This design comes from an exercise in tuning for small area and a short achievable clock period on the open sky130 flow, not from production work.
At most, simulation tests tie the RTL to the original design; equivalence was not proved.
Function not checked in runs 2 to 4: the RTL went through the layout flow alone.

==> flow/design.v <==
`timescale 1ns / 1ps
module divbyconstant(
    input [31:0] a,
    output [31:0] b
    );
assign b = a / 1234101;
endmodule
module integer_division_modulus(
    input [31:0] a,
    output [31:0] r
    );
wire [31:0] b;
divbyconstant D0 (.a(a), .b(b));
assign r = a - 1234101 * b;
endmodule
`timescale 1ns / 1ps
module mod_reg(
    input clk,
    input [31:0] a,
    output reg [31:0] r
    );
wire [31:0] r_comb;
integer_division_modulus M0 (.a(a), .r(r_comb));
always @(posedge clk)
    r <= r_comb;
endmodule
==> flow/run.sh <==
#!/bin/bash
# synth_recipe.tcl (not shown) runs the flow's synth.tcl, then flattens the netlist and writes it again
# the make line also repeats each setting of config.mk as NAME=value (left out here)
make -C /OpenROAD-flow-scripts/flow DESIGN_CONFIG=/design/flow/config.mk WORK_HOME=/design/flow/orfs CLKGATE_MAP_FILE= SYNTH_SCRIPT=/design/flow/synth_recipe.tcl finish
==> flow/config.mk <==
export PLATFORM = sky130hd
export DESIGN_NAME = mod_reg
export DESIGN_NICKNAME = mod_reg
export VERILOG_FILES = /design/flow/design.v
export SDC_FILE = /design/flow/constraint.sdc
export NUM_CORES = 4
export LEC_CHECK = 0
export CAP_MARGIN = 20
export CORE_MARGIN = 2
export CORE_UTILIZATION = 40
export SLEW_MARGIN = 20
==> flow/constraint.sdc <==
create_clock -name core_clock -period 28.0 [get_ports {clk}]
set_input_delay 5.6000 -clock core_clock [delete_from_list [all_inputs] [get_ports {clk}]]
set_output_delay 5.6000 -clock core_clock [all_outputs]
set_load 0.01 [all_outputs]
==> report_table.html, run 1 <==
<table>
<tr><th>Metric</th><th>Value</th></tr>
<tr><th colspan="2">Status</th></tr>
<tr><td>Status</td><td>complete, no violations</td></tr>
<tr><th colspan="2">Setup path</th></tr>
<tr><td>Cell repeated most along the worst path</td><td>sky130_fd_sc_hd__a21oi_2</td></tr>
<tr><td>Startpoint types</td><td>input port</td></tr>
<tr><td>CP max stage delay</td><td>550 ps</td></tr>
<tr><td>Critical path's slowest cell</td><td>sky130_fd_sc_hd__or4_4</td></tr>
<tr><td>CP Data Required Time</td><td>28210 ps</td></tr>
<tr><td>Classification of the worst setup path</td><td>input port to register</td></tr>
<tr><td>Endpoint class of the critical path</td><td>register</td></tr>
<tr><td>Arrival time reported for the critical path endpoint</td><td>27380 ps</td></tr>
<tr><td>Max FO, Critical Path</td><td>15</td></tr>
<tr><th colspan="2">Clock network</th></tr>
<tr><td>Root cell of the clock tree</td><td>sky130_fd_sc_hd__clkbuf_16</td></tr>
<tr><td>Hold buffers post-CTS</td><td>0</td></tr>
<tr><td>Number of levels the H-tree was split into</td><td>2</td></tr>
<tr><td>TritonCTS sink count</td><td>32</td></tr>
<tr><td>Clock tree from TritonCTS</td><td>done</td></tr>
<tr><td>Max Buffers Root-to-Sink</td><td>2</td></tr>
<tr><td>Clock transition at the register clock pins on the worst setup and hold paths after CTS</td><td>60 ps</td></tr>
<tr><td>Number of clock buffers inserted by TritonCTS</td><td>5</td></tr>
<tr><th colspan="2">Placement</th></tr>
<tr><td>Port-buffer cells</td><td>64</td></tr>
<tr><td>Final weighted congestion of routability-driven global placement</td><td>0.9769</td></tr>
<tr><td>Post-Place Cell Area</td><td>20410 sq um</td></tr>
<tr><td>Sum of net half-perimeters after detailed placement</td><td>46650 um</td></tr>
<tr><td>Worst-case setup slack after placement</td><td>-388.9 ps</td></tr>
<tr><td>Cell count after placement</td><td>3195</td></tr>
<tr><th colspan="2">Global route</th></tr>
<tr><td>Global routing usage summed across all routing layers</td><td>23.98%</td></tr>
<tr><td>Largest net degree at the start of global routing</td><td>29</td></tr>
<tr><td>Antenna violations before repair</td><td>0</td></tr>
<tr><td>Global-route wire length before repair</td><td>90160 um</td></tr>
<tr><td>Sum of overflow across all layers after global routing</td><td>0</td></tr>
<tr><td>Via count of the first global-routing pass</td><td>17870</td></tr>
<tr><th colspan="2">Timing</th></tr>
<tr><td>Transition time at the pin with the least slew margin</td><td>938.4 ps</td></tr>
<tr><td>Worst-case hold slack</td><td>6209 ps</td></tr>
<tr><td>Slew HR</td><td>36.99%</td></tr>
<tr><td>Tmin final</td><td>27170 ps</td></tr>
<tr><td>Max-slew violation count</td><td>0</td></tr>
<tr><td>F_max</td><td>36.81 MHz</td></tr>
<tr><td>Share of the clock period used by the worst path after layout</td><td>97.02%</td></tr>
<tr><td>Final worst-path setup slack</td><td>833.0 ps</td></tr>
<tr><td>Number of endpoints failing setup at the final stage</td><td>0</td></tr>
<tr><td>Number of hold violations in the final report</td><td>0</td></tr>
<tr><th colspan="2">Drt</th></tr>
<tr><td>Total Wirelength</td><td>56800 um</td></tr>
<tr><td>Remaining routing DRC violations</td><td>0</td></tr>
<tr><td>Detailed-route wire length per cell</td><td>17.43 um</td></tr>
<tr><td>Total vias in the final route</td><td>18590</td></tr>
<tr><td>Detail-routed via count per cell</td><td>5.704</td></tr>
<tr><td>Detail Route Antenna Nets</td><td>0</td></tr>
<tr><td>Total iterations of the first detailed-routing run</td><td>5</td></tr>
<tr><td>Drt first-iter violations</td><td>1316</td></tr>
<tr><th colspan="2">Synth</th></tr>
<tr><td>Number of instances in the synthesized netlist</td><td>2387</td></tr>
<tr><td>Top_reg_cell synth</td><td>sky130_fd_sc_hd__dfxtp_1</td></tr>
<tr><td>Most common cell in the synthesized netlist</td><td>sky130_fd_sc_hd__inv_1</td></tr>
<tr><td>Share of async-settable or async-resettable flops after synthesis</td><td>0%</td></tr>
<tr><td>Netlist area before placement</td><td>17550 sq um</td></tr>
<tr><td>Post-synthesis area per instance</td><td>7.354 sq um</td></tr>
<tr><td>Leading area contributor after synthesis</td><td>sky130_fd_sc_hd__ha_1</td></tr>
<tr><td>Post-synthesis sequential area ratio</td><td>3.649%</td></tr>
<tr><td>Synth cell count leaders</td><td>sky130_fd_sc_hd__inv_1, sky130_fd_sc_hd__xnor2_1, sky130_fd_sc_hd__nor2_1</td></tr>
<tr><td>Register bit total from synthesis</td><td>32</td></tr>
<tr><td>Area fraction of the dominant cell type after synthesis</td><td>11.97%</td></tr>
<tr><td>Number of flops mapped to enable cells by yosys</td><td>0</td></tr>
<tr><td>Number of warnings reported in the yosys synthesis log</td><td>1</td></tr>
<tr><td>Leading cell types by total area after synthesis</td><td>sky130_fd_sc_hd__ha_1, sky130_fd_sc_hd__fa_1, sky130_fd_sc_hd__xnor2_1</td></tr>
<tr><td>Number of distinct library cell variants in the gate-level netlist after synthesis</td><td>122</td></tr>
<tr><th colspan="2">Floorplan</th></tr>
<tr><td>Site row count</td><td>76</td></tr>
<tr><td>IO Pins</td><td>65</td></tr>
<tr><td>Starting utilization of the core area</td><td>40.66%</td></tr>
<tr><td>Overall die area</td><td>45580 sq um</td></tr>
<tr><td>Overall die height</td><td>213.5 um</td></tr>
<tr><td>Horizontal die dimension</td><td>213.5 um</td></tr>
<tr><td>Core region area</td><td>43170 sq um</td></tr>
<tr><th colspan="2">Min path</th></tr>
<tr><td>HP Class</td><td>input port to register</td></tr>
<tr><th colspan="2">Final layout</th></tr>
<tr><td>Antenna diodes</td><td>0</td></tr>
<tr><td>Regs by FF count</td><td>r: 32 flops</td></tr>
<tr><td>Net count reported at finish</td><td>2977</td></tr>
<tr><td>Final standard cell count with taps included and fillers excluded</td><td>3259</td></tr>
<tr><td>Final instance area</td><td>22010 sq um</td></tr>
<tr><td>Fraction of final layout cells sized beyond drive strength 1</td><td>21.28%</td></tr>
<tr><td>Max reg flops</td><td>32</td></tr>
<tr><td>Biggest register</td><td>r</td></tr>
<tr><td>Layout overhead on the synthesized area</td><td>25.40%</td></tr>
<tr><th colspan="2">Flow run</th></tr>
<tr><td>Max-cap viol count</td><td>0</td></tr>
</table>
[worst paths after layout]
kind,start,endpoint,cells after the start
worst min-delay path,a[2],r[0]$_DFF_P_,3
worst max-delay path,a[20],r[31]$_DFF_P_,104
[per-layer routing]
metal	GRT usage, %	share of wire, %	wire [um]	up-vias
li1	-	-	-	9086
met1	32.36	46	26010	8949
met2	42.39	49	27710	482
met3	1.611	3.9	2231	72
met4	4.334	1.5	839	0
met5	0	0	0	-
[through the flow]
step	util (%)	setup TNS (ps)
3_5_place_dp	47.28	-999.7
6_report	50.99	0
2_1_floorplan	-	0
3_3_place_gp	47.28	0
5_1_grt	50.99	-969.4
4_1_cts	47.78	0
[final cells by class]
type	instances	area [sq um]
fillers	4324	21160
multi-input cells	1964	16340
repair buffers	369	3014
inverters	301	1142
well taps	585	732.0
flip-flops and latches	32	640.6
clock buffers	5	125.1
clock inverters	3	18.77
[critical path: cells and delay by family]
family / cells / cell delay [ps]
XOR/XNOR: 4 / 810
adder cells (fa/ha/maj): 9 / 2910
AO/OA/AOI/OAI: 52 / 9670
buffers and inverters: 18 / 2810
multiplexers: 2 / 350
AND/OR/NAND/NOR: 19 / 5180
[cell usage in the layout, fill, tap and decap left out, drive strengths merged, types with 21 or more instances in the layout]
cell	n
buf	303
inv	292
xnor2	207
nor2	193
ha	168
nand2	164
a21oi	154
o21ai	122
fa	103
nand3	84
clkdlybuf4s50	63
nor3	62
xor2	49
o211ai	41
o21bai	35
a31oi	33
dfxtp	32
mux2i	30
a211oi	30
or2	26
nand4	23
and2	23
or3	23
o31ai	23
and3	22
nor4	21
[what timing repair did]
item | 4_1_cts | 5_1_grt
pin swaps | 0 | 79
gates cloned | 0 | 2
setup buffers | 0 | 54
resized for setup | 15 | 200
setup endpoints to repair | 3 | 14
[logic make-up (layout without fill, tap and decap cells)]
group	Yosys count	count (layout)	synth area share, %
DFF	32	32	3.649
adders and majority gates	275	275	23.95
buffers and inverters	391	678	8.788
and+or+nand+nor	702	702	19.71
muxes	44	44	2.680
xor gates and xnor gates	256	256	13.16
AOI/OAI and AO/OA	687	687	28.07
==> run 2: changes to the inputs <==
==> flow/design.v (replaced) <==
module integer_division_modulus(input [31:0] a, output [22:0] s);
reg [19:0] t0;
always @* begin
  case (a[31:28])
    4'd0: t0 = 20'd0;
    4'd1: t0 = 20'd635539;
    4'd2: t0 = 20'd36977;
    4'd3: t0 = 20'd672516;
    4'd4: t0 = 20'd73954;
    4'd5: t0 = 20'd709493;
    4'd6: t0 = 20'd110931;
    4'd7: t0 = 20'd746470;
    4'd8: t0 = 20'd147908;
    4'd9: t0 = 20'd783447;
    4'd10: t0 = 20'd184885;
    4'd11: t0 = 20'd820424;
    4'd12: t0 = 20'd221862;
    4'd13: t0 = 20'd857401;
    4'd14: t0 = 20'd258839;
    4'd15: t0 = 20'd894378;
    default: t0 = 20'd0;
  endcase
end
reg [20:0] t1;
always @* begin
  case (a[27:24])
    4'd0: t1 = 21'd0;
    4'd1: t1 = 21'd733903;
    4'd2: t1 = 21'd233705;
    4'd3: t1 = 21'd967608;
    4'd4: t1 = 21'd467410;
    4'd5: t1 = 21'd1201313;
    4'd6: t1 = 21'd701115;
    4'd7: t1 = 21'd200917;
    4'd8: t1 = 21'd934820;
    4'd9: t1 = 21'd434622;
    4'd10: t1 = 21'd1168525;
    4'd11: t1 = 21'd668327;
    4'd12: t1 = 21'd168129;
    4'd13: t1 = 21'd902032;
    4'd14: t1 = 21'd401834;
    4'd15: t1 = 21'd1135737;
    default: t1 = 21'd0;
  endcase
end
reg [20:0] t2;
always @* begin
  case (a[23:20])
    4'd0: t2 = 21'd0;
    4'd1: t2 = 21'd1048576;
    4'd2: t2 = 21'd863051;
    4'd3: t2 = 21'd677526;
    4'd4: t2 = 21'd492001;
    4'd5: t2 = 21'd306476;
    4'd6: t2 = 21'd120951;
    4'd7: t2 = 21'd1169527;
    4'd8: t2 = 21'd984002;
    4'd9: t2 = 21'd798477;
    4'd10: t2 = 21'd612952;
    4'd11: t2 = 21'd427427;
    4'd12: t2 = 21'd241902;
    4'd13: t2 = 21'd56377;
    4'd14: t2 = 21'd1104953;
    4'd15: t2 = 21'd919428;
    default: t2 = 21'd0;
  endcase
end
assign s = a[19:0] + t0 + t1 + t2;
endmodule
module mod_final(input [22:0] s, output reg [20:0] r);
wire [23:0] d1 = {1'b0, s} - 24'd1234101;
wire [23:0] d2 = {1'b0, s} - 24'd2468202;
wire [23:0] d3 = {1'b0, s} - 24'd3702303;
always @* begin
  r = s[20:0];
  if (!d1[23]) r = d1[20:0];
  if (!d2[23]) r = d2[20:0];
  if (!d3[23]) r = d3[20:0];
end
endmodule
module mod_reg(
    input clk,
    input [31:0] a,
    output reg [31:0] r
    );
wire [22:0] s;
wire [20:0] rf;
integer_division_modulus M0 (.a(a), .s(s));
mod_final F0 (.s(s), .r(rf));
always @(posedge clk) r <= {11'd0, rf};
endmodule
==> report_table.html, run 2 <==
<table>
<tr><th>Metric</th><th>Value</th></tr>
<tr><th colspan="2">Floorplan</th></tr>
<tr><td>Overall die height</td><td>124.8 um</td></tr>
<tr><td>Core region area</td><td>14420 sq um</td></tr>
<tr><td>Horizontal die dimension</td><td>124.8 um</td></tr>
<tr><td>IO Pins</td><td>65</td></tr>
<tr><td>Overall die area</td><td>15580 sq um</td></tr>
<tr><td>Starting utilization of the core area</td><td>40.48%</td></tr>
<tr><td>Site row count</td><td>44</td></tr>
<tr><th colspan="2">Drt</th></tr>
<tr><td>Detailed-route wire length per cell</td><td>16.96 um</td></tr>
<tr><td>Total vias in the final route</td><td>5831</td></tr>
<tr><td>Drt first-iter violations</td><td>527</td></tr>
<tr><td>Detail-routed via count per cell</td><td>5.932</td></tr>
<tr><td>Remaining routing DRC violations</td><td>0</td></tr>
<tr><td>Detail Route Antenna Nets</td><td>0</td></tr>
<tr><td>Total iterations of the first detailed-routing run</td><td>5</td></tr>
<tr><td>Total Wirelength</td><td>16670 um</td></tr>
<tr><th colspan="2">Final layout</th></tr>
<tr><td>Top library cells by usage in the layout, fill and taps aside</td><td>sky130_fd_sc_hd__nor2_1, sky130_fd_sc_hd__a21oi_1, sky130_fd_sc_hd__ha_1</td></tr>
<tr><td>Biggest register</td><td>r</td></tr>
<tr><td>Number of inserted filler cells in the final layout</td><td>1513</td></tr>
<tr><td>Fraction of final layout cells sized beyond drive strength 1</td><td>6.508%</td></tr>
<tr><td>Net count reported at finish</td><td>920</td></tr>
<tr><td>Most frequent standard cell in the layout excluding fill and tap cells</td><td>sky130_fd_sc_hd__nor2_1</td></tr>
<tr><td>Final core occ</td><td>45.00%</td></tr>
<tr><td>Max reg flops</td><td>21</td></tr>
<tr><td>Layout overhead on the synthesized area</td><td>11.16%</td></tr>
<tr><td>Antenna diodes</td><td>0</td></tr>
<tr><td>Regs by FF count</td><td>r: 21 flops</td></tr>
<tr><th colspan="2">Synth</th></tr>
<tr><td>Number of instances in the synthesized netlist</td><td>774</td></tr>
<tr><td>Number of distinct library cell variants in the gate-level netlist after synthesis</td><td>95</td></tr>
<tr><td>Register bit total from synthesis</td><td>21</td></tr>
<tr><td>Leading cell types by total area after synthesis</td><td>sky130_fd_sc_hd__ha_1, sky130_fd_sc_hd__fa_1, sky130_fd_sc_hd__dfxtp_1</td></tr>
<tr><td>Number of flops mapped to enable cells by yosys</td><td>0</td></tr>
<tr><td>Most common cell in the synthesized netlist</td><td>sky130_fd_sc_hd__nor2_1</td></tr>
<tr><td>Share of async-settable or async-resettable flops after synthesis</td><td>0%</td></tr>
<tr><td>Netlist area before placement</td><td>5839 sq um</td></tr>
<tr><td>Leading area contributor after synthesis</td><td>sky130_fd_sc_hd__ha_1</td></tr>
<tr><td>Top_reg_cell synth</td><td>sky130_fd_sc_hd__dfxtp_1</td></tr>
<tr><td>Post-synthesis sequential area ratio</td><td>7.199%</td></tr>
<tr><td>Post-synthesis area per instance</td><td>7.544 sq um</td></tr>
<tr><td>Synth cell count leaders</td><td>sky130_fd_sc_hd__nor2_1, sky130_fd_sc_hd__a21oi_1, sky130_fd_sc_hd__ha_1</td></tr>
<tr><td>Number of warnings reported in the yosys synthesis log</td><td>3</td></tr>
<tr><td>Area fraction of the dominant cell type after synthesis</td><td>13.93%</td></tr>
<tr><th colspan="2">Timing</th></tr>
<tr><td>Max-slew violation count</td><td>0</td></tr>
<tr><td>Tmin final</td><td>13500 ps</td></tr>
<tr><td>Worst-case hold slack</td><td>6601 ps</td></tr>
<tr><td>F_max</td><td>74.09 MHz</td></tr>
<tr><td>Number of hold violations in the final report</td><td>0</td></tr>
<tr><td>Slew HR</td><td>31.35%</td></tr>
<tr><td>Unrepaired setup endpoints after global routing</td><td>false</td></tr>
<tr><td>Setup Total Neg Slack</td><td>0 ps</td></tr>
<tr><td>Transition time at the pin with the least slew margin</td><td>1027 ps</td></tr>
<tr><td>Share of the clock period used by the worst path after layout</td><td>48.20%</td></tr>
<tr><td>Number of endpoints failing setup at the final stage</td><td>0</td></tr>
<tr><th colspan="2">Clock network</th></tr>
<tr><td>TritonCTS sink count</td><td>21</td></tr>
<tr><td>Number of clock buffers inserted by TritonCTS</td><td>3</td></tr>
<tr><td>Number of gates resized after cts</td><td>0</td></tr>
<tr><td>Clock tree from TritonCTS</td><td>done</td></tr>
<tr><td>Number of levels the H-tree was split into</td><td>1</td></tr>
<tr><td>Hold buffers post-CTS</td><td>0</td></tr>
<tr><td>Postcts setup bufs</td><td>0</td></tr>
<tr><td>Max Buffers Root-to-Sink</td><td>2</td></tr>
<tr><td>Clock transition at the register clock pins on the worst setup and hold paths after CTS</td><td>50 ps</td></tr>
<tr><td>Root cell of the clock tree</td><td>sky130_fd_sc_hd__clkbuf_16</td></tr>
<tr><th colspan="2">Min path</th></tr>
<tr><td>HP Class</td><td>register to output pin</td></tr>
<tr><th colspan="2">Setup path</th></tr>
<tr><td>Endpoint class of the critical path</td><td>register</td></tr>
<tr><td>Arrival time reported for the critical path endpoint</td><td>13680 ps</td></tr>
<tr><td>CP Data Required Time</td><td>28190 ps</td></tr>
<tr><td>Max FO, Critical Path</td><td>18</td></tr>
<tr><td>Classification of the worst setup path</td><td>input port to register</td></tr>
<tr><td>CP max stage delay</td><td>780 ps</td></tr>
<tr><td>Critical path's slowest cell</td><td>sky130_fd_sc_hd__o311a_1</td></tr>
<tr><td>Startpoint types</td><td>input port</td></tr>
<tr><td>Cell repeated most along the worst path</td><td>sky130_fd_sc_hd__a21oi_1</td></tr>
<tr><th colspan="2">Global route</th></tr>
<tr><td>Grt met2 use</td><td>35.65%</td></tr>
<tr><td>M1 GR Usage</td><td>26.76%</td></tr>
<tr><td>GR met3 Demand/Resource</td><td>1.332%</td></tr>
<tr><td>Global routing usage summed across all routing layers</td><td>20.56%</td></tr>
<tr><td>Gr busiest metal</td><td>met2</td></tr>
<tr><td>Global-route wire length before repair</td><td>26880 um</td></tr>
<tr><td>Antenna violations before repair</td><td>0</td></tr>
<tr><td>Largest net degree at the start of global routing</td><td>29</td></tr>
<tr><td>Via count of the first global-routing pass</td><td>5303</td></tr>
<tr><td>Sum of overflow across all layers after global routing</td><td>0</td></tr>
<tr><th colspan="2">Placement</th></tr>
<tr><td>Final weighted congestion of routability-driven global placement</td><td>0.9176</td></tr>
<tr><td>Port-buffer cells</td><td>53</td></tr>
<tr><td>Sum of net half-perimeters after detailed placement</td><td>13930 um</td></tr>
<tr><th colspan="2">Flow run</th></tr>
<tr><td>Max-cap viol count</td><td>0</td></tr>
<tr><th colspan="2">Status</th></tr>
<tr><td>Status</td><td>complete, no violations</td></tr>
</table>
## run 2: cell types whose count changed after synthesis, sizes merged, moves of 81 or more
| cell | previous run | this run |
|---|---|---|
| nand2 | 164 | 49 |
| nor2 | 193 | 74 |
| ha | 168 | 65 |
| a21oi | 154 | 69 |
| xnor2 | 207 | 34 |
| fa | 103 | 22 |
| inv | 294 | 59 |
## run 2: worst paths after layout
kind | startpoint | slack (ps) | end | cells after the start
hold / removal | r[17]$_DFF_P_ | 6600 | r[17] | 1
setup / recovery | a[28] | 14500 | r[9]$_DFF_P_ | 31
## run 2: per-stage QoR
| stage | setup WS (ps) | area (sq um) | std cells |
|---|---|---|---|
| after CTS | 14550 | 6484 | 982 |
| after floorplan | 16040 | 5877 | 784 |
| after detailed placement | 14330 | 6405 | 978 |
| final | 14500 | 6491 | 983 |
| after global routing | 13830 | 6491 | 983 |
| after global placement | 14300 | 6397 | 978 |
## run 2: worst max-delay path, delay by kind of cell
family / cells / cell delay, ps
AND/OR/NAND/NOR: 4 / 1180
multiplexers: 1 / 180
AO/OA/AOI/OAI: 18 / 4240
adder cells (fa/ha/maj): 4 / 1540
buffers and inverters: 3 / 840
XOR/XNOR: 1 / 110
## run 2: cell type report
| type | instances | area (sq um) | share of cell area (%) |
|---|---|---|---|
| well taps | 184 | 230.2 | 3.547 |
| flip-flops and latches | 21 | 420.4 | 6.476 |
| clock buffers | 4 | 78.83 | 1.214 |
| multi-input cells | 661 | 5002 | 77.06 |
| inverters | 59 | 221.5 | 3.412 |
| repair buffers | 54 | 538.0 | 8.288 |
## run 2: layer usage
metal	vias up	share of wire [%]
met5	-	0
met4	0	3.3
met3	35	4.8
met2	236	48
met1	2699	44
li1	2861	-
## run 2: cell families after synthesis
logic type / Yosys count / share of synthesized area (%)
adder cells (fa/ha/maj): 87 / 21.47
flip-flops: 21 / 7.199
AND/OR/NAND/NOR: 233 / 19.61
XOR/XNOR: 49 / 7.607
multiplexers: 6 / 1.050
other: 1 / 0.06422
AO/OA/AOI/OAI: 275 / 35.10
buffers and inverters: 102 / 7.906
==> run 3: changes to the inputs <==
--- a/flow/design.v
+++ b/flow/design.v
@@ -87,5 +87,7 @@
 wire [20:0] rf;
 integer_division_modulus M0 (.a(a), .s(s));
-mod_final F0 (.s(s), .r(rf));
-always @(posedge clk) r <= {11'd0, rf};
+reg [22:0] sr;
+always @(posedge clk) sr <= s;
+mod_final F0 (.s(sr), .r(rf));
+always @* r = {11'd0, rf};
 endmodule
==> report_table.html, run 3 <==
<table>
<tr><th>Metric</th><th>Value</th></tr>
<tr><th colspan="2">Status</th></tr>
<tr><td>Status</td><td>complete, no violations</td></tr>
<tr><th colspan="2">Global route</th></tr>
<tr><td>Largest net degree at the start of global routing</td><td>31</td></tr>
<tr><td>Global routing usage summed across all routing layers</td><td>19.20%</td></tr>
<tr><td>Global-route wire length before repair</td><td>22880 um</td></tr>
<tr><td>Antenna violations before repair</td><td>0</td></tr>
<tr><td>Via count of the first global-routing pass</td><td>4870</td></tr>
<tr><td>Sum of overflow across all layers after global routing</td><td>0</td></tr>
<tr><th colspan="2">Placement</th></tr>
<tr><td>Final weighted congestion of routability-driven global placement</td><td>0.9030</td></tr>
<tr><td>Post-Place Cell Area</td><td>5902 sq um</td></tr>
<tr><td>Worst-case setup slack after placement</td><td>16190 ps</td></tr>
<tr><td>Cell count after placement</td><td>917</td></tr>
<tr><td>Port-buffer cells</td><td>53</td></tr>
<tr><td>Sum of net half-perimeters after detailed placement</td><td>11620 um</td></tr>
<tr><th colspan="2">Timing</th></tr>
<tr><td>Worst-case hold slack</td><td>6238 ps</td></tr>
<tr><td>Tmin final</td><td>11500 ps</td></tr>
<tr><td>Number of endpoints failing setup at the final stage</td><td>0</td></tr>
<tr><td>Final worst-path setup slack</td><td>16500 ps</td></tr>
<tr><td>Number of hold violations in the final report</td><td>0</td></tr>
<tr><td>F_max</td><td>86.98 MHz</td></tr>
<tr><td>Max-slew violation count</td><td>0</td></tr>
<tr><td>Unrepaired setup endpoints after global routing</td><td>false</td></tr>
<tr><td>Setup Total Neg Slack</td><td>0 ps</td></tr>
<tr><td>Slew HR</td><td>29.89%</td></tr>
<tr><td>Share of the clock period used by the worst path after layout</td><td>41.06%</td></tr>
<tr><td>Transition time at the pin with the least slew margin</td><td>1052 ps</td></tr>
<tr><th colspan="2">Drt</th></tr>
<tr><td>Drt first-iter violations</td><td>446</td></tr>
<tr><td>Remaining routing DRC violations</td><td>0</td></tr>
<tr><td>Detail Route Antenna Nets</td><td>0</td></tr>
<tr><td>Detail-routed via count per cell</td><td>5.555</td></tr>
<tr><td>Total iterations of the first detailed-routing run</td><td>5</td></tr>
<tr><td>Total vias in the final route</td><td>5116</td></tr>
<tr><td>Detailed-route wire length per cell</td><td>15.10 um</td></tr>
<tr><td>Total Wirelength</td><td>13910 um</td></tr>
<tr><th colspan="2">Synth</th></tr>
<tr><td>Number of instances in the synthesized netlist</td><td>723</td></tr>
<tr><td>Area fraction of the dominant cell type after synthesis</td><td>14.99%</td></tr>
<tr><td>Number of flops mapped to enable cells by yosys</td><td>0</td></tr>
<tr><td>Most common cell in the synthesized netlist</td><td>sky130_fd_sc_hd__inv_1</td></tr>
<tr><td>Post-synthesis sequential area ratio</td><td>8.618%</td></tr>
<tr><td>Number of distinct library cell variants in the gate-level netlist after synthesis</td><td>74</td></tr>
<tr><td>Top_reg_cell synth</td><td>sky130_fd_sc_hd__dfxtp_1</td></tr>
<tr><td>Register bit total from synthesis</td><td>23</td></tr>
<tr><td>Leading cell types by total area after synthesis</td><td>sky130_fd_sc_hd__ha_1, sky130_fd_sc_hd__dfxtp_1, sky130_fd_sc_hd__fa_1</td></tr>
<tr><td>Netlist area before placement</td><td>5343 sq um</td></tr>
<tr><td>Share of async-settable or async-resettable flops after synthesis</td><td>0%</td></tr>
<tr><td>Synth cell count leaders</td><td>sky130_fd_sc_hd__inv_1, sky130_fd_sc_hd__ha_1, sky130_fd_sc_hd__nor2_1</td></tr>
<tr><td>Post-synthesis area per instance</td><td>7.390 sq um</td></tr>
<tr><td>Number of warnings reported in the yosys synthesis log</td><td>3</td></tr>
<tr><td>Leading area contributor after synthesis</td><td>sky130_fd_sc_hd__ha_1</td></tr>
<tr><th colspan="2">Final layout</th></tr>
<tr><td>Net count reported at finish</td><td>865</td></tr>
<tr><td>Final standard cell count with taps included and fillers excluded</td><td>921</td></tr>
<tr><td>Antenna diodes</td><td>0</td></tr>
<tr><td>Final core occ</td><td>45.52%</td></tr>
<tr><td>Max reg flops</td><td>23</td></tr>
<tr><td>Final instance area</td><td>5981 sq um</td></tr>
<tr><td>Regs by FF count</td><td>sr: 23 flops</td></tr>
<tr><td>Most frequent standard cell in the layout excluding fill and tap cells</td><td>sky130_fd_sc_hd__inv_1</td></tr>
<tr><td>Biggest register</td><td>sr</td></tr>
<tr><td>Layout overhead on the synthesized area</td><td>11.94%</td></tr>
<tr><td>Fraction of final layout cells sized beyond drive strength 1</td><td>3.356%</td></tr>
<tr><td>Top library cells by usage in the layout, fill and taps aside</td><td>sky130_fd_sc_hd__inv_1, sky130_fd_sc_hd__ha_1, sky130_fd_sc_hd__nor2_1</td></tr>
<tr><th colspan="2">Clock network</th></tr>
<tr><td>Hold buffers post-CTS</td><td>0</td></tr>
<tr><td>Number of gates resized after cts</td><td>0</td></tr>
<tr><td>Clock transition at the register clock pins on the worst setup and hold paths after CTS</td><td>50 ps</td></tr>
<tr><td>Number of clock buffers inserted by TritonCTS</td><td>3</td></tr>
<tr><td>Postcts setup bufs</td><td>0</td></tr>
<tr><td>Clock tree from TritonCTS</td><td>done</td></tr>
<tr><td>Number of levels the H-tree was split into</td><td>1</td></tr>
<tr><td>Max Buffers Root-to-Sink</td><td>2</td></tr>
<tr><td>TritonCTS sink count</td><td>23</td></tr>
<tr><td>Root cell of the clock tree</td><td>sky130_fd_sc_hd__clkbuf_16</td></tr>
<tr><th colspan="2">Setup path</th></tr>
<tr><td>Startpoint types</td><td>input port</td></tr>
<tr><td>Endpoint class of the critical path</td><td>register</td></tr>
<tr><td>Classification of the worst setup path</td><td>input port to register</td></tr>
<tr><td>Critical path's slowest cell</td><td>sky130_fd_sc_hd__o311ai_1</td></tr>
<tr><td>CP Data Required Time</td><td>28180 ps</td></tr>
<tr><td>Critical path, cell by cell</td><td>clkdlybuf4s50_1 -&gt; inv_1 -&gt; ha_1 -&gt; nand2b_1 -&gt; nor3_1 -&gt; a311oi_1 -&gt; ha_1 -&gt; nor2b_1 -&gt; o21a_1 -&gt; o21ai_0 -&gt; a211oi_1 -&gt; o21a_1 -&gt; o21a_1 -&gt; or2_2 -&gt; fa_1 -&gt; inv_1 -&gt; ha_1 -&gt; a21oi_1 -&gt; nand2_1 -&gt; a211o_1 -&gt; o311ai_1 -&gt; o211ai_1 -&gt; a31oi_1 -&gt; xnor2_1</td></tr>
<tr><td>Max FO, Critical Path</td><td>7</td></tr>
<tr><td>CP max stage delay</td><td>550 ps</td></tr>
<tr><td>Arrival time reported for the critical path endpoint</td><td>11680 ps</td></tr>
<tr><th colspan="2">Floorplan</th></tr>
<tr><td>Core region area</td><td>13140 sq um</td></tr>
<tr><td>Overall die height</td><td>119.6 um</td></tr>
<tr><td>IO Pins</td><td>65</td></tr>
<tr><td>Horizontal die dimension</td><td>119.6 um</td></tr>
<tr><td>Site row count</td><td>42</td></tr>
<tr><td>Starting utilization of the core area</td><td>40.67%</td></tr>
<tr><td>Overall die area</td><td>14300 sq um</td></tr>
<tr><th colspan="2">Min path</th></tr>
<tr><td>HP Class</td><td>input port to register</td></tr>
<tr><td>Hold endpoint</td><td>sr[0]$_DFF_P_</td></tr>
<tr><td>Origin of the worst min-delay path</td><td>a[0]</td></tr>
<tr><td>Hold path cells</td><td>3</td></tr>
<tr><th colspan="2">Flow run</th></tr>
<tr><td>Max-cap viol count</td><td>0</td></tr>
</table>
-- run 3: worst max-delay path: cells and delay by family --
| family | cells | cell delay (ps) |
|---|---|---|
| AO/OA/AOI/OAI | 11 | 3040 |
| adder cells (fa/ha/maj) | 4 | 1300 |
| buffers and inverters | 3 | 830 |
| AND/OR/NAND/NOR | 5 | 760 |
| XOR/XNOR | 1 | 130 |
-- run 3: worst max path at each step --
stage               start        endpoint  slack [ps]  cells after the start
finish              a[28]  sr[20]$_DFF_P_       16500                     24
global route        a[28]  sr[20]$_DFF_P_       16050                     24
CTS                 a[28]  sr[20]$_DFF_P_       16450                     24
detailed placement  a[28]  sr[20]$_DFF_P_       16190                     24
global placement    a[28]  sr[20]$_DFF_P_       16430                     24
floorplan           a[31]  sr[20]$_DFF_P_       17540                     23
-- run 3: area by class of cell --
| type | instances | area (sq um) |
|---|---|---|
| Sequential cell | 23 | 460.4 |
| Clock buffer | 4 | 78.83 |
| Inverter | 65 | 244.0 |
| Multi-Input combinational cell | 600 | 4447 |
| Fill cell | 1387 | 7157 |
| Tap cell | 176 | 220.2 |
| Timing Repair Buffer | 53 | 530.5 |
-- run 3: cells by family (layout without fill, tap and decap cells) --
kind of cell / Yosys count / in the layout / share of synthesized area [%]
AOI/OAI and AO/OA: 227 / 227 / 28.76
adders and majority gates: 86 / 86 / 23.23
buffers and inverters: 110 / 122 / 8.852
other: 1 / 11 / 0.07019
muxes: 7 / 7 / 1.335
xor gates and xnor gates: 54 / 54 / 8.852
and+or+nand+nor: 215 / 215 / 20.28
DFF: 23 / 23 / 8.618
-- run 3: per-layer routing --
metal  share of wire (%)  global-route usage, %  wire length [um]
met1                  46                  24.52              6344
met4                 2.0                  5.809               281
met5                   0                      0                 0
met2                  48                  35.18              6733
met3                 3.9                 0.5228               547
==> run 4: changes to the inputs <==
==> flow/flow/run.sh (new file) <==
#!/bin/bash
# Standard layout; keeps the full tool output in standard.log.
bash standard.sh > standard.log 2>&1
==> flow/standard.sh (new file) <==
#!/bin/bash
# synth_recipe.tcl (not shown) runs the flow's synth.tcl, then flattens the netlist and writes it again
# the make line also repeats each setting of config.mk as NAME=value (left out here)
make -C /OpenROAD-flow-scripts/flow DESIGN_CONFIG=/design/flow/config.mk WORK_HOME=/design/flow/orfs CLKGATE_MAP_FILE= SYNTH_SCRIPT=/design/flow/synth_recipe.tcl "${@:-finish}"
removed: flow/run.sh
==> report_table.html, run 4 <==
<table>
<tr><th>Metric</th><th>Value</th></tr>
<tr><th colspan="2">Timing</th></tr>
<tr><td>Max-slew violation count</td><td>0</td></tr>
<tr><td>F_max</td><td>86.98 MHz</td></tr>
<tr><td>Slew HR</td><td>29.89%</td></tr>
<tr><td>Final worst-path setup slack</td><td>16500 ps</td></tr>
<tr><td>Share of the clock period used by the worst path after layout</td><td>41.06%</td></tr>
<tr><td>Unrepaired setup endpoints after global routing</td><td>false</td></tr>
<tr><td>Transition time at the pin with the least slew margin</td><td>1052 ps</td></tr>
<tr><td>Tmin final</td><td>11500 ps</td></tr>
<tr><td>Setup Total Neg Slack</td><td>0 ps</td></tr>
<tr><td>Number of hold violations in the final report</td><td>0</td></tr>
<tr><td>Worst-case hold slack</td><td>6238 ps</td></tr>
<tr><td>Number of endpoints failing setup at the final stage</td><td>0</td></tr>
<tr><th colspan="2">Flow run</th></tr>
<tr><td>Max-cap viol count</td><td>0</td></tr>
<tr><th colspan="2">Clock network</th></tr>
<tr><td>Number of gates resized after cts</td><td>0</td></tr>
<tr><td>Number of clock buffers inserted by TritonCTS</td><td>3</td></tr>
<tr><td>Postcts setup bufs</td><td>0</td></tr>
<tr><td>Clock tree from TritonCTS</td><td>done</td></tr>
<tr><td>Root cell of the clock tree</td><td>sky130_fd_sc_hd__clkbuf_16</td></tr>
<tr><td>Number of levels the H-tree was split into</td><td>1</td></tr>
<tr><td>Max Buffers Root-to-Sink</td><td>2</td></tr>
<tr><td>Clock transition at the register clock pins on the worst setup and hold paths after CTS</td><td>50 ps</td></tr>
<tr><td>Hold buffers post-CTS</td><td>0</td></tr>
<tr><td>TritonCTS sink count</td><td>23</td></tr>
<tr><th colspan="2">Setup path</th></tr>
<tr><td>Startpoint of the most critical setup path</td><td>a[28]</td></tr>
<tr><td>Arrival time reported for the critical path endpoint</td><td>11680 ps</td></tr>
<tr><td>Critical path's slowest cell</td><td>sky130_fd_sc_hd__o311ai_1</td></tr>
<tr><td>Classification of the worst setup path</td><td>input port to register</td></tr>
<tr><td>Endpoint class of the critical path</td><td>register</td></tr>
<tr><td>CP max stage delay</td><td>550 ps</td></tr>
<tr><td>CP Data Required Time</td><td>28180 ps</td></tr>
<tr><td>Critical path, cell by cell</td><td>clkdlybuf4s50_1 -&gt; inv_1 -&gt; ha_1 -&gt; nand2b_1 -&gt; nor3_1 -&gt; a311oi_1 -&gt; ha_1 -&gt; nor2b_1 -&gt; o21a_1 -&gt; o21ai_0 -&gt; a211oi_1 -&gt; o21a_1 -&gt; o21a_1 -&gt; or2_2 -&gt; fa_1 -&gt; inv_1 -&gt; ha_1 -&gt; a21oi_1 -&gt; nand2_1 -&gt; a211o_1 -&gt; o311ai_1 -&gt; o211ai_1 -&gt; a31oi_1 -&gt; xnor2_1</td></tr>
<tr><td>Max FO, Critical Path</td><td>7</td></tr>
<tr><td>Startpoint types</td><td>input port</td></tr>
<tr><th colspan="2">Drt</th></tr>
<tr><td>Detailed-route wire length per cell</td><td>15.10 um</td></tr>
<tr><td>Total vias in the final route</td><td>5116</td></tr>
<tr><td>Total iterations of the first detailed-routing run</td><td>5</td></tr>
<tr><td>Detail Route Antenna Nets</td><td>0</td></tr>
<tr><td>Drt first-iter violations</td><td>446</td></tr>
<tr><td>Total Wirelength</td><td>13910 um</td></tr>
<tr><td>Remaining routing DRC violations</td><td>0</td></tr>
<tr><td>Detail-routed via count per cell</td><td>5.555</td></tr>
<tr><th colspan="2">Synth</th></tr>
<tr><td>Leading cell types by total area after synthesis</td><td>sky130_fd_sc_hd__ha_1, sky130_fd_sc_hd__dfxtp_1, sky130_fd_sc_hd__fa_1</td></tr>
<tr><td>Number of warnings reported in the yosys synthesis log</td><td>3</td></tr>
<tr><td>Register bit total from synthesis</td><td>23</td></tr>
<tr><td>Most common cell in the synthesized netlist</td><td>sky130_fd_sc_hd__inv_1</td></tr>
<tr><td>Mux share of post-synthesis cell area</td><td>1.335%</td></tr>
<tr><td>Main combinational cell family by area after synthesis</td><td>compound AO/OA/AOI/OAI gates</td></tr>
<tr><td>Post-synthesis sequential area ratio</td><td>8.618%</td></tr>
<tr><td>Simple-gate area share of the yosys netlist</td><td>20.28%</td></tr>
<tr><td>Synth cell count leaders</td><td>sky130_fd_sc_hd__inv_1, sky130_fd_sc_hd__ha_1, sky130_fd_sc_hd__nor2_1</td></tr>
<tr><td>Xor/xnor share of the synthesized area</td><td>8.852%</td></tr>
<tr><td>Area share of fa/ha/maj cells after synthesis</td><td>23.23%</td></tr>
<tr><td>Leading area contributor after synthesis</td><td>sky130_fd_sc_hd__ha_1</td></tr>
<tr><td>Number of instances in the synthesized netlist</td><td>723</td></tr>
<tr><td>Share of async-settable or async-resettable flops after synthesis</td><td>0%</td></tr>
<tr><td>Complex-gate fraction of the synthesized area</td><td>28.76%</td></tr>
<tr><td>Area fraction of the dominant cell type after synthesis</td><td>14.99%</td></tr>
<tr><td>Number of distinct library cell variants in the gate-level netlist after synthesis</td><td>74</td></tr>
<tr><td>Netlist area before placement</td><td>5343 sq um</td></tr>
<tr><td>Post-synthesis area per instance</td><td>7.390 sq um</td></tr>
<tr><td>Top_reg_cell synth</td><td>sky130_fd_sc_hd__dfxtp_1</td></tr>
<tr><td>Number of flops mapped to enable cells by yosys</td><td>0</td></tr>
<tr><th colspan="2">Final layout</th></tr>
<tr><td>Final core occ</td><td>45.52%</td></tr>
<tr><td>Final standard cell count with taps included and fillers excluded</td><td>921</td></tr>
<tr><td>Regs by FF count</td><td>sr: 23 flops</td></tr>
<tr><td>Area of combinational cells with multiple inputs</td><td>4447 sq um</td></tr>
<tr><td>Number of inserted filler cells in the final layout</td><td>1387</td></tr>
<tr><td>Final instance area</td><td>5981 sq um</td></tr>
<tr><td>Max reg flops</td><td>23</td></tr>
<tr><td>Most frequent standard cell in the layout excluding fill and tap cells</td><td>sky130_fd_sc_hd__inv_1</td></tr>
<tr><td>Top library cells by usage in the layout, fill and taps aside</td><td>sky130_fd_sc_hd__inv_1, sky130_fd_sc_hd__ha_1, sky130_fd_sc_hd__nor2_1</td></tr>
<tr><td>Antenna diodes</td><td>0</td></tr>
<tr><td>Biggest register</td><td>sr</td></tr>
<tr><td>Layout overhead on the synthesized area</td><td>11.94%</td></tr>
<tr><td>Fraction of final layout cells sized beyond drive strength 1</td><td>3.356%</td></tr>
<tr><td>Sequential cell area in the final layout</td><td>460.4 sq um</td></tr>
<tr><td>Net count reported at finish</td><td>865</td></tr>
<tr><th colspan="2">Global route</th></tr>
<tr><td>Largest net degree at the start of global routing</td><td>31</td></tr>
<tr><td>Via count of the first global-routing pass</td><td>4870</td></tr>
<tr><td>Global-route wire length before repair</td><td>22880 um</td></tr>
<tr><td>Sum of overflow across all layers after global routing</td><td>0</td></tr>
<tr><td>Global routing usage summed across all routing layers</td><td>19.20%</td></tr>
<tr><td>Antenna violations before repair</td><td>0</td></tr>
<tr><th colspan="2">Placement</th></tr>
<tr><td>Sum of net half-perimeters after detailed placement</td><td>11620 um</td></tr>
<tr><td>Cell count after placement</td><td>917</td></tr>
<tr><td>Worst-case setup slack after placement</td><td>16190 ps</td></tr>
<tr><td>Post-Place Cell Area</td><td>5902 sq um</td></tr>
<tr><td>Port-buffer cells</td><td>53</td></tr>
<tr><td>Final weighted congestion of routability-driven global placement</td><td>0.9030</td></tr>
<tr><th colspan="2">Floorplan</th></tr>
<tr><td>Horizontal die dimension</td><td>119.6 um</td></tr>
<tr><td>Overall die area</td><td>14300 sq um</td></tr>
<tr><td>Core region area</td><td>13140 sq um</td></tr>
<tr><td>Site row count</td><td>42</td></tr>
<tr><td>Starting utilization of the core area</td><td>40.67%</td></tr>
<tr><td>Overall die height</td><td>119.6 um</td></tr>
<tr><td>IO Pins</td><td>65</td></tr>
<tr><th colspan="2">Min path</th></tr>
<tr><td>Origin of the worst min-delay path</td><td>a[0]</td></tr>
<tr><td>HP Class</td><td>input port to register</td></tr>
<tr><th colspan="2">Status</th></tr>
<tr><td>Status</td><td>complete, no violations</td></tr>
</table>
==> run 4: cell counts after synthesis <==
No cell type changed its count.
==> run 4: path summary, 6_finish.rpt <==
check,cells after the start,endpoint,slack [ps]
max,24,sr[20]$_DFF_P_,16500
min,3,sr[0]$_DFF_P_,6240
==> run 4: area by class of cell <==
type,count,area share [%]
clock buffers,4,1.318
multi-input cells,600,74.35
flip-flops and latches,23,7.699
well taps,176,3.682
repair buffers,53,8.870
inverters,65,4.079
==> run 4: critical path, delay by kind of cell <==
kind | cells | cell delay (ps)
AO/OA/AOI/OAI | 11 | 3040
AND/OR/NAND/NOR | 5 | 760
buffers and inverters | 3 | 830
XOR/XNOR | 1 | 130
adder cells (fa/ha/maj) | 4 | 1300
==> run 4: logic make-up after synthesis <==
logic type,after synthesis
AO/OA/AOI/OAI,227
XOR/XNOR,54
adder cells (fa/ha/maj),86
buffers and inverters,110
flip-flops,23
multiplexers,7
other,1
AND/OR/NAND/NOR,215
==> run 4: routing by layer <==
| layer | part of all wire [%] | track usage [%] |
|---|---|---|
| met2 | 48 | 35.18 |
| met5 | 0 | 0 |
| met4 | 2.0 | 5.809 |
| met3 | 3.9 | 0.5228 |
| met1 | 46 | 24.52 |

what the ideal ports hide:
In the flow no input, the clock included, has a driving cell. The finished layouts below were timed again as built, in two steps.
Step 1: set_driving_cell puts a clkbuf_16 on clk and a buf_2 on each other input, an assumption about the parent block.
Step 2 also shifts input and output timing later by t, the mid clock arrival at the registers, as if the neighbouring blocks saw the same clock.
Slacks: ideal ports / drivers / drivers and shift; pairs: ideal ports / drivers.
run	t, ns	slack for setup (ns)	worst data-port slew with drivers (ns)
run 1	0.324	0.833 / 0.854 / 0.530	0.06
run 2	0.283	14.503 / 14.511 / 14.228	0.04
run 3	0.276	16.503 / 16.512 / 16.236	0.03
run 4	0.276	16.503 / 16.512 / 16.236	0.03
After both steps every run listed still meets setup and hold. The setup slack of run 1, which loses most, moves by +0.021 ns with the drivers and by -0.303 ns with both steps.
